Background: an optimization exercise with open tools, aiming at small area, a short achievable clock period and few clock cycles. Do not read the settings as production practice. Function was checked by simulation only, so behaviour that the tests miss may differ from the original. Power figures rest on the tool's default switching activity, not on a simulated workload.

== 11-18 ==
## divider
module divider (
  input clk, rst_n,
  input start,
  input [31:0] div, dsr,
  output [31:0] q, r,
  output err,
  output done
);
Size in the first run: about 1200 cells after synthesis, roughly 0.011 mm² of cells after synthesis.
==> module controller, before the edit <==
module controller (
  input      clk, rst_n,
  input      start,
  input      skip, last,
  output     idle,
  output reg align, iter, done
);
  assign idle = !(align || iter || done);
  always @( posedge clk )
    if( !rst_n ) begin
      align <= 1'b0;
      iter  <= 1'b0;
      done  <= 1'b0;
    end
    else begin
      align <= idle && start;
      iter  <= (align && !skip) || (iter && !last);
      done  <= (align && skip) || (iter && last);
    end
endmodule
==> module datapath, before the edit <==
module datapath (
  input             clk,
  input      [31:0] div, dsr,
  input             idle, align, iter,
  output reg [31:0] q, r,
  output reg        err,
  output            ge, last, skip
);
  reg [31:0] d;       
  reg  [4:0] k;       
  reg  [4:0] m;       
  reg  [1:0] kdl;     
  reg        kdb;     
  wire [4:0] msb_div, msb_dsr;
  msb32 mdiv ( .x(div), .y(msb_div) );
  msb32 mdsr ( .x(dsr), .y(msb_dsr) );
  wire dsr_zero = ( dsr == 32'd0 );
  wire [5:0] kd;
  sub5 ksub ( .a(k), .b(m), .y(kd) );
  assign skip = err || kd[5];
  wire [31:0] sh0, sh1, sh2, sh3, sh4;
  shl_stage #( .S(1),  .FILL(1'b1) ) st0 ( .x(d),   .s(kdl[0]), .y(sh0) );
  shl_stage #( .S(2),  .FILL(1'b0) ) st1 ( .x(sh0), .s(kdl[1] ^ kdb), .y(sh1) );
  shl_stage #( .S(4),  .FILL(1'b1) ) st2 ( .x(sh1), .s(kd[2]), .y(sh2) );
  shl_stage #( .S(8),  .FILL(1'b0) ) st3 ( .x(sh2), .s(kd[3]), .y(sh3) );
  shl_stage #( .S(16), .FILL(1'b1) ) st4 ( .x(sh3), .s(kd[4]), .y(sh4) );
  wire r_load = idle || ( align && err );
  wire [31:0] gl [0:5];    
  wire [31:0] pl [0:5];
  genvar lv, bi;
  generate
    for( bi = 0; bi < 32; bi = bi + 1 ) begin : pg
      ks_pg0e #( .CARRY_IN( bi == 0 ), .FORCE( bi == 31 ) ) c (
        .r(r[bi]), .d(d[bi]), .en(iter), .f(r_load), .gn(gl[0][bi]), .pn(pl[0][bi]) );
    end
    for( lv = 0; lv < 5; lv = lv + 1 ) begin : ks
      for( bi = 0; bi < 32; bi = bi + 1 ) begin : bt
        if( bi >= (1 << lv) && ( bi < (2 << lv) || lv == 4 ) ) begin : gonly
          if( lv % 2 == 1 ) begin : pn
            ks_pn_g c ( .gh(gl[lv][bi]), .ph(pl[lv][bi]), .gl(gl[lv][bi - (1 << lv)]),
                        .g(gl[lv+1][bi]) );
          end
          else begin : np
            ks_np_g c ( .gh(gl[lv][bi]), .ph(pl[lv][bi]), .gl(gl[lv][bi - (1 << lv)]),
                        .g(gl[lv+1][bi]) );
          end
          assign pl[lv+1][bi] = 1'b0;
        end
        else if( bi >= (1 << lv) ) begin : comb
          if( lv % 2 == 1 ) begin : pn
            ks_pn c ( .gh(gl[lv][bi]), .ph(pl[lv][bi]),
                      .gl(gl[lv][bi - (1 << lv)]), .pl(pl[lv][bi - (1 << lv)]),
                      .g(gl[lv+1][bi]), .p(pl[lv+1][bi]) );
          end
          else begin : np
            ks_np c ( .gh(gl[lv][bi]), .ph(pl[lv][bi]),
                      .gl(gl[lv][bi - (1 << lv)]), .pl(pl[lv][bi - (1 << lv)]),
                      .g(gl[lv+1][bi]), .p(pl[lv+1][bi]) );
          end
        end
        else begin : pass
          assign gl[lv+1][bi] = !gl[lv][bi];
          assign pl[lv+1][bi] = 1'b0;
        end
      end
    end
  endgenerate
  wire [32:0] cy = {gl[5], 1'b1};
  wire [31:0] r_other = idle ? div : 32'd0;
  wire [31:1] r_data_h;
  xor_sel #( .W(31) ) dx ( .s(iter), .x(~( r[31:1] ^ d[31:1] )), .c(cy[31:1]),
                           .b(r_other[31:1]), .y(r_data_h) );
  wire [31:0] r_data = {r_data_h, iter ? r[0] ^ d[0] : r_other[0]};
  assign ge = cy[32];
  assign last = ( k == m );
  wire [31:0] d_next;
  sel_late #( .W(32) ) dsel ( .s(align), .an(sh4), .b(idle ? dsr : {1'b0, d[31:1]}), .y(d_next) );
  always @( posedge clk )
    d <= d_next;
  always @( posedge clk ) begin
    if( ge )
      r <= r_data;
  end
  always @( posedge clk ) begin
    if( idle ) begin
      k   <= msb_div;
      kdl <= {msb_div[1] ^ msb_dsr[1], msb_div[0] ^ msb_dsr[0]};
      kdb <= !msb_div[0] && msb_dsr[0];
      m   <= msb_dsr;
      q   <= 32'd0;
      err <= dsr_zero;
    end
    else if( iter ) begin
      q <= {q[30:0], ge};
      k <= k - 5'd1;
    end
  end
endmodule
==> module xor_sel, before the edit <==
module xor_sel #( parameter W = 1 ) (
  input          s,
  input  [W-1:0] x, c, b,
  output [W-1:0] y
);
  assign y = s ? x ^ c : b;
endmodule
Settings: LEC_CHECK=0, CAP_MARGIN=20, CORE_MARGIN=2, CORE_UTILIZATION=60, SETUP_SLACK_MARGIN=1.6, SLEW_MARGIN=20, SYNTH_HIERARCHICAL=1; clock period 4.0 ns.
standard.sh (not shown) runs the stock make flow with config.mk's settings and CLKGATE_MAP_FILE= SYNTH_SCRIPT=/design/flow/synth_recipe.tcl, a recipe that flattens the netlist after the stock synthesis.
==> flow/flow/run.sh <==
#!/bin/bash
# The standard layout, with the port buffers that ORFS inserts before global
# placement made as sky130_fd_sc_hd__buf_1 cells rather than the default
# delay buffers; timing repair still resizes them where a path needs it.
set -euo pipefail
bash standard.sh 'BUFFER_PORTS_ARGS=-buffer_cell sky130_fd_sc_hd__buf_1' finish > standard_flow.log 2>&1
Testbench counts of 11-18, summed over its fixed seeds: cycles 12,149.
For 10-09, these inputs were changed with respect to 11-18:
--- a/flow/design.v
+++ b/flow/design.v
@@ -21,23 +21,23 @@
   );
 endmodule
 module controller (
   input      clk, rst_n,
   input      start,
   input      skip, last,
-  output     idle,
-  output reg align, iter, done
-);
-  assign idle = !(align || iter || done);
+  output reg idle, align, iter, done
+);
   always @( posedge clk )
     if( !rst_n ) begin
+      idle  <= 1'b1;
       align <= 1'b0;
       iter  <= 1'b0;
       done  <= 1'b0;
     end
     else begin
+      idle  <= (idle && !start) || done;
       align <= idle && start;
       iter  <= (align && !skip) || (iter && !last);
       done  <= (align && skip) || (iter && last);
     end
 endmodule
 module datapath (
@@ -105,26 +105,24 @@
           assign pl[lv+1][bi] = 1'b0;
         end
       end
     end
   endgenerate
   wire [32:0] cy = {gl[5], 1'b1};
-  wire [31:0] r_other = idle ? div : 32'd0;
-  wire [31:1] r_data_h;
-  xor_sel #( .W(31) ) dx ( .s(iter), .x(~( r[31:1] ^ d[31:1] )), .c(cy[31:1]),
-                           .b(r_other[31:1]), .y(r_data_h) );
-  wire [31:0] r_data = {r_data_h, iter ? r[0] ^ d[0] : r_other[0]};
+  wire [31:1] diff_h;
+  xor_late #( .W(31) ) dx ( .x(~( r[31:1] ^ d[31:1] )), .c(cy[31:1]), .y(diff_h) );
+  wire [31:0] diff = {diff_h, r[0] ^ d[0]};
   assign ge = cy[32];
   assign last = ( k == m );
   wire [31:0] d_next;
   sel_late #( .W(32) ) dsel ( .s(align), .an(sh4), .b(idle ? dsr : {1'b0, d[31:1]}), .y(d_next) );
   always @( posedge clk )
     d <= d_next;
   always @( posedge clk ) begin
     if( ge )
-      r <= r_data;
+      r <= idle ? div : ( iter ? diff : 32'd0 );
   end
   always @( posedge clk ) begin
     if( idle ) begin
       k   <= msb_div;
       kdl <= {msb_div[1] ^ msb_dsr[1], msb_div[0] ^ msb_dsr[0]};
       kdb <= !msb_div[0] && msb_dsr[0];
@@ -249,19 +247,12 @@
 module xor_late #( parameter W = 1 ) (
   input  [W-1:0] x, c,
   output [W-1:0] y
 );
   assign y = x ^ c;
 endmodule
-module xor_sel #( parameter W = 1 ) (
-  input          s,
-  input  [W-1:0] x, c, b,
-  output [W-1:0] y
-);
-  assign y = s ? x ^ c : b;
-endmodule
 module sel_late #( parameter W = 1 ) (
   input          s,
   input  [W-1:0] an, b,
   output [W-1:0] y
 );
   assign y = s ? ~an : b;
Findings:
- On area used by sequential logic in the layout: 10-09 sits above 11-18.
- Changes observed in 10-09 relative to 11-18: post-route fraction of the period consumed by the critical path rose 0.88 points, die area fell about 4%, layout net count fell 68, routing usage on met1 rose 2.1 points.
- For the share of the final layout cell area in sequential cells, 10-09 came in 1.2 points higher than 11-18 did.
- Against 11-18 as the reference, 10-09 delivers a lower count of placed standard cells including taps.
- Comparing 11-18 and 10-09, the higher global-route usage over all layers was measured on 10-09.
- | vertical die dimension | higher: 11-18 |
- When 10-09 is set beside 11-18, its clock skew turns out to be 0.0045 ns larger.
- 10-09 vs 11-18 on worst slack on hold paths: 10-09 is the lower one.
- Comparing 11-18 and 10-09, setup slack is lower on 10-09.
- Area after synthesis shrinks by a few percent when moving from 11-18 to 10-09.
Testbench counts of 10-09, summed over its fixed seeds: cycles 12,149.

========
Another version of the RTL of divider (not shown whole).
For scale: ~1,100 cells after synthesis, ~10,000 sq um of cells after synthesis.
==> module controller, before the edit <==
module controller (
  input      clk, rst_n,
  input      start,
  input      skip, last,
  output reg idle, align, iter, done
);
  always @( posedge clk )
    if( !rst_n ) begin
      idle  <= 1'b1;
      align <= 1'b0;
      iter  <= 1'b0;
      done  <= 1'b0;
    end
    else begin
      idle  <= (idle && !start) || done;
      align <= idle && start;
      iter  <= (align && !skip) || (iter && !last);
      done  <= (align && skip) || (iter && last);
    end
endmodule
==> module datapath, before the edit <==
module datapath (
  input             clk,
  input      [31:0] div, dsr,
  input             idle, align, iter,
  output reg [31:0] q, r,
  output reg        err,
  output            ge, last, skip
);
  reg [31:0] d;       
  reg  [4:0] k;       
  reg  [4:0] m;       
  reg  [1:0] kdl;     
  wire [4:0] msb_div, msb_dsr;
  msb32 mdiv ( .x(div), .y(msb_div) );
  msb32 mdsr ( .x(dsr), .y(msb_dsr) );
  wire dsr_zero = ( dsr == 32'd0 );
  wire [5:0] kd;
  sub5 ksub ( .a(k), .b(m), .y(kd) );
  assign skip = err || kd[5];
  wire [31:0] sh0, sh1, sh2, sh3, sh4;
  shl_stage #( .S(1),  .FILL(1'b1) ) st0 ( .x(d),   .s(kdl[0]), .y(sh0) );
  shl_stage #( .S(2),  .FILL(1'b0) ) st1 ( .x(sh0), .s(kdl[1]), .y(sh1) );
  shl_stage #( .S(4),  .FILL(1'b1) ) st2 ( .x(sh1), .s(kd[2]), .y(sh2) );
  shl_stage #( .S(8),  .FILL(1'b0) ) st3 ( .x(sh2), .s(kd[3]), .y(sh3) );
  shl_stage #( .S(16), .FILL(1'b1) ) st4 ( .x(sh3), .s(kd[4]), .y(sh4) );
  wire r_load = idle || ( align && err );
  wire [31:0] gl [0:5];    
  wire [31:0] pl [0:5];
  genvar lv, bi;
  generate
    for( bi = 0; bi < 32; bi = bi + 1 ) begin : pg
      ks_pg0e #( .CARRY_IN( bi == 0 ), .FORCE( bi == 31 ) ) c (
        .r(r[bi]), .d(d[bi]), .en(iter), .f(r_load), .gn(gl[0][bi]), .pn(pl[0][bi]) );
    end
    for( lv = 0; lv < 5; lv = lv + 1 ) begin : ks
      for( bi = 0; bi < 32; bi = bi + 1 ) begin : bt
        if( bi >= (1 << lv) && ( bi < (2 << lv) || lv == 4 ) ) begin : gonly
          if( lv % 2 == 1 ) begin : pn
            ks_pn_g c ( .gh(gl[lv][bi]), .ph(pl[lv][bi]), .gl(gl[lv][bi - (1 << lv)]),
                        .g(gl[lv+1][bi]) );
          end
          else begin : np
            ks_np_g c ( .gh(gl[lv][bi]), .ph(pl[lv][bi]), .gl(gl[lv][bi - (1 << lv)]),
                        .g(gl[lv+1][bi]) );
          end
          assign pl[lv+1][bi] = 1'b0;
        end
        else if( bi >= (1 << lv) ) begin : comb
          if( lv % 2 == 1 ) begin : pn
            ks_pn c ( .gh(gl[lv][bi]), .ph(pl[lv][bi]),
                      .gl(gl[lv][bi - (1 << lv)]), .pl(pl[lv][bi - (1 << lv)]),
                      .g(gl[lv+1][bi]), .p(pl[lv+1][bi]) );
          end
          else begin : np
            ks_np c ( .gh(gl[lv][bi]), .ph(pl[lv][bi]),
                      .gl(gl[lv][bi - (1 << lv)]), .pl(pl[lv][bi - (1 << lv)]),
                      .g(gl[lv+1][bi]), .p(pl[lv+1][bi]) );
          end
        end
        else begin : pass
          assign gl[lv+1][bi] = !gl[lv][bi];
          assign pl[lv+1][bi] = 1'b0;
        end
      end
    end
  endgenerate
  wire [32:0] cy = {gl[5], 1'b1};
  wire [31:1] diff_h;
  xor_late #( .W(31) ) dx ( .x(~( r[31:1] ^ d[31:1] )), .c(cy[31:1]), .y(diff_h) );
  wire [31:0] diff = {diff_h, r[0] ^ d[0]};
  assign ge = cy[32];
  assign last = ( k == m );
  wire [31:0] d_next;
  sel_late #( .W(32) ) dsel ( .s(align), .an(sh4), .b(idle ? dsr : {1'b0, d[31:1]}), .y(d_next) );
  always @( posedge clk )
    d <= d_next;
  always @( posedge clk ) begin
    if( ge )
      r <= idle ? div : ( iter ? diff : 32'd0 );
  end
  always @( posedge clk ) begin
    if( idle ) begin
      k   <= msb_div;
      kdl <= {msb_div[1] ^ msb_dsr[1] ^ ( !msb_div[0] && msb_dsr[0] ), msb_div[0] ^ msb_dsr[0]};
      m   <= msb_dsr;
      q   <= 32'd0;
      err <= dsr_zero;
    end
    else if( iter ) begin
      q <= {q[30:0], ge};
      k <= k - 5'd1;
    end
  end
endmodule
==> flow/config.mk <==
export PLATFORM = sky130hd
export DESIGN_NAME = divider
export DESIGN_NICKNAME = divider
export VERILOG_FILES = /design/flow/design.v
export SDC_FILE = /design/flow/constraint.sdc
export NUM_CORES = 4
export LEC_CHECK = 0
export CAP_MARGIN = 20
export CORE_MARGIN = 2
export CORE_UTILIZATION = 60
export SETUP_SLACK_MARGIN = 1.3
export SLEW_MARGIN = 20
export SYNTH_HIERARCHICAL = 1
==> flow/constraint.sdc <==
create_clock -name core_clock -period 4.0 [get_ports {clk}]
set_input_delay 0.8000 -clock core_clock [delete_from_list [all_inputs] [get_ports {clk}]]
set_output_delay 0.8000 -clock core_clock [all_outputs]
set_load 0.01 [all_outputs]
Scripts as last shown in full above: flow/flow/run.sh
Testbench counts at the start, summed over its fixed seeds: cycles 12,149.
==> next run, changes <==
--- a/flow/design.v
+++ b/flow/design.v
@@ -21,23 +21,23 @@
   );
 endmodule
 module controller (
   input      clk, rst_n,
   input      start,
   input      skip, last,
-  output reg idle, align, iter, done
-);
+  output     idle,
+  output reg align, iter, done
+);
+  assign idle = !(align || iter || done);
   always @( posedge clk )
     if( !rst_n ) begin
-      idle  <= 1'b1;
       align <= 1'b0;
       iter  <= 1'b0;
       done  <= 1'b0;
     end
     else begin
-      idle  <= (idle && !start) || done;
       align <= idle && start;
       iter  <= (align && !skip) || (iter && !last);
       done  <= (align && skip) || (iter && last);
     end
 endmodule
 module datapath (
@@ -111,14 +111,16 @@
   xor_late #( .W(31) ) dx ( .x(~( r[31:1] ^ d[31:1] )), .c(cy[31:1]), .y(diff_h) );
   wire [31:0] diff = {diff_h, r[0] ^ d[0]};
   assign ge = cy[32];
   assign last = ( k == m );
   wire [31:0] d_next;
   sel_late #( .W(32) ) dsel ( .s(align), .an(sh4), .b(idle ? dsr : {1'b0, d[31:1]}), .y(d_next) );
-  always @( posedge clk )
-    d <= d_next;
+  always @( posedge clk ) begin
+    if( idle || align || iter )
+      d <= d_next;
+  end
   always @( posedge clk ) begin
     if( ge )
       r <= idle ? div : ( iter ? diff : 32'd0 );
   end
   always @( posedge clk ) begin
     if( idle ) begin
The new run finished with timing, DRC and antenna clean.
Non-clock buffer count went up by 10.
Final cell count barely changes.
Sequential power rose by 39%.
Setup slack improved by 56 ps.
Hold slack gains 69 ps.
Total power came out higher by 54%.
Final area rose by 1.9%.
Routed wire length is higher by 3.8%.
Clock-buffer cell count went down by 10.
Synthesized cell count hardly moves.
Utilization shrinks by 1.1 points.
Die area goes up by 2.8%.
Synthesized area came out higher by 2.9%.
Global-route usage went down by 0.16 points.
Testbench counts after the change, summed over its fixed seeds: cycles 12,149.

==> re-timing with driven ports <==
No port has a modelled driver above. Below, the same layouts with a new extraction and two added sets of constraints. Step 1 assumes that a clkbuf_16 drives the clock port and a buf_2 every other input. Step 2 times the ports against the registers' clock, not the clock port: input delays grow and output delays shrink by t, the midpoint of the rising clock arrivals with the driver on. Slacks: no drivers / after step 1 / after step 2; pairs: no drivers / after step 1.
| run | shift t [ns] | slack for setup (ns) | hold slack, ns | clock arrival spread, ns | cell pins on the clock port's net |
|---|---|---|---|---|---|
| 11-18 | 0.473 | 1.637 / 1.648 / 1.185 | 0.510 / 0.510 / 0.510 | 0.010 / 0.011 | 1 |
| 10-09 | 0.468 | 1.602 / 1.623 / 1.155 | 0.460 / 0.460 / 0.460 | 0.015 / 0.015 | 1 |
| the first run of note 2 | 0.466 | 1.332 / 1.357 / 0.891 | 0.452 / 0.452 / 0.452 | 0.010 / 0.010 | 1 |
| the second run of note 2 | 0.415 | 1.388 / 1.395 / 1.002 | 0.521 / 0.521 / 0.521 | 0.016 / 0.016 | 1 |
After both steps setup and hold are still met in every run listed. For 11-18, which loses most, drivers alone change the setup slack by +0.011 ns; drivers and shift together by -0.452 ns.
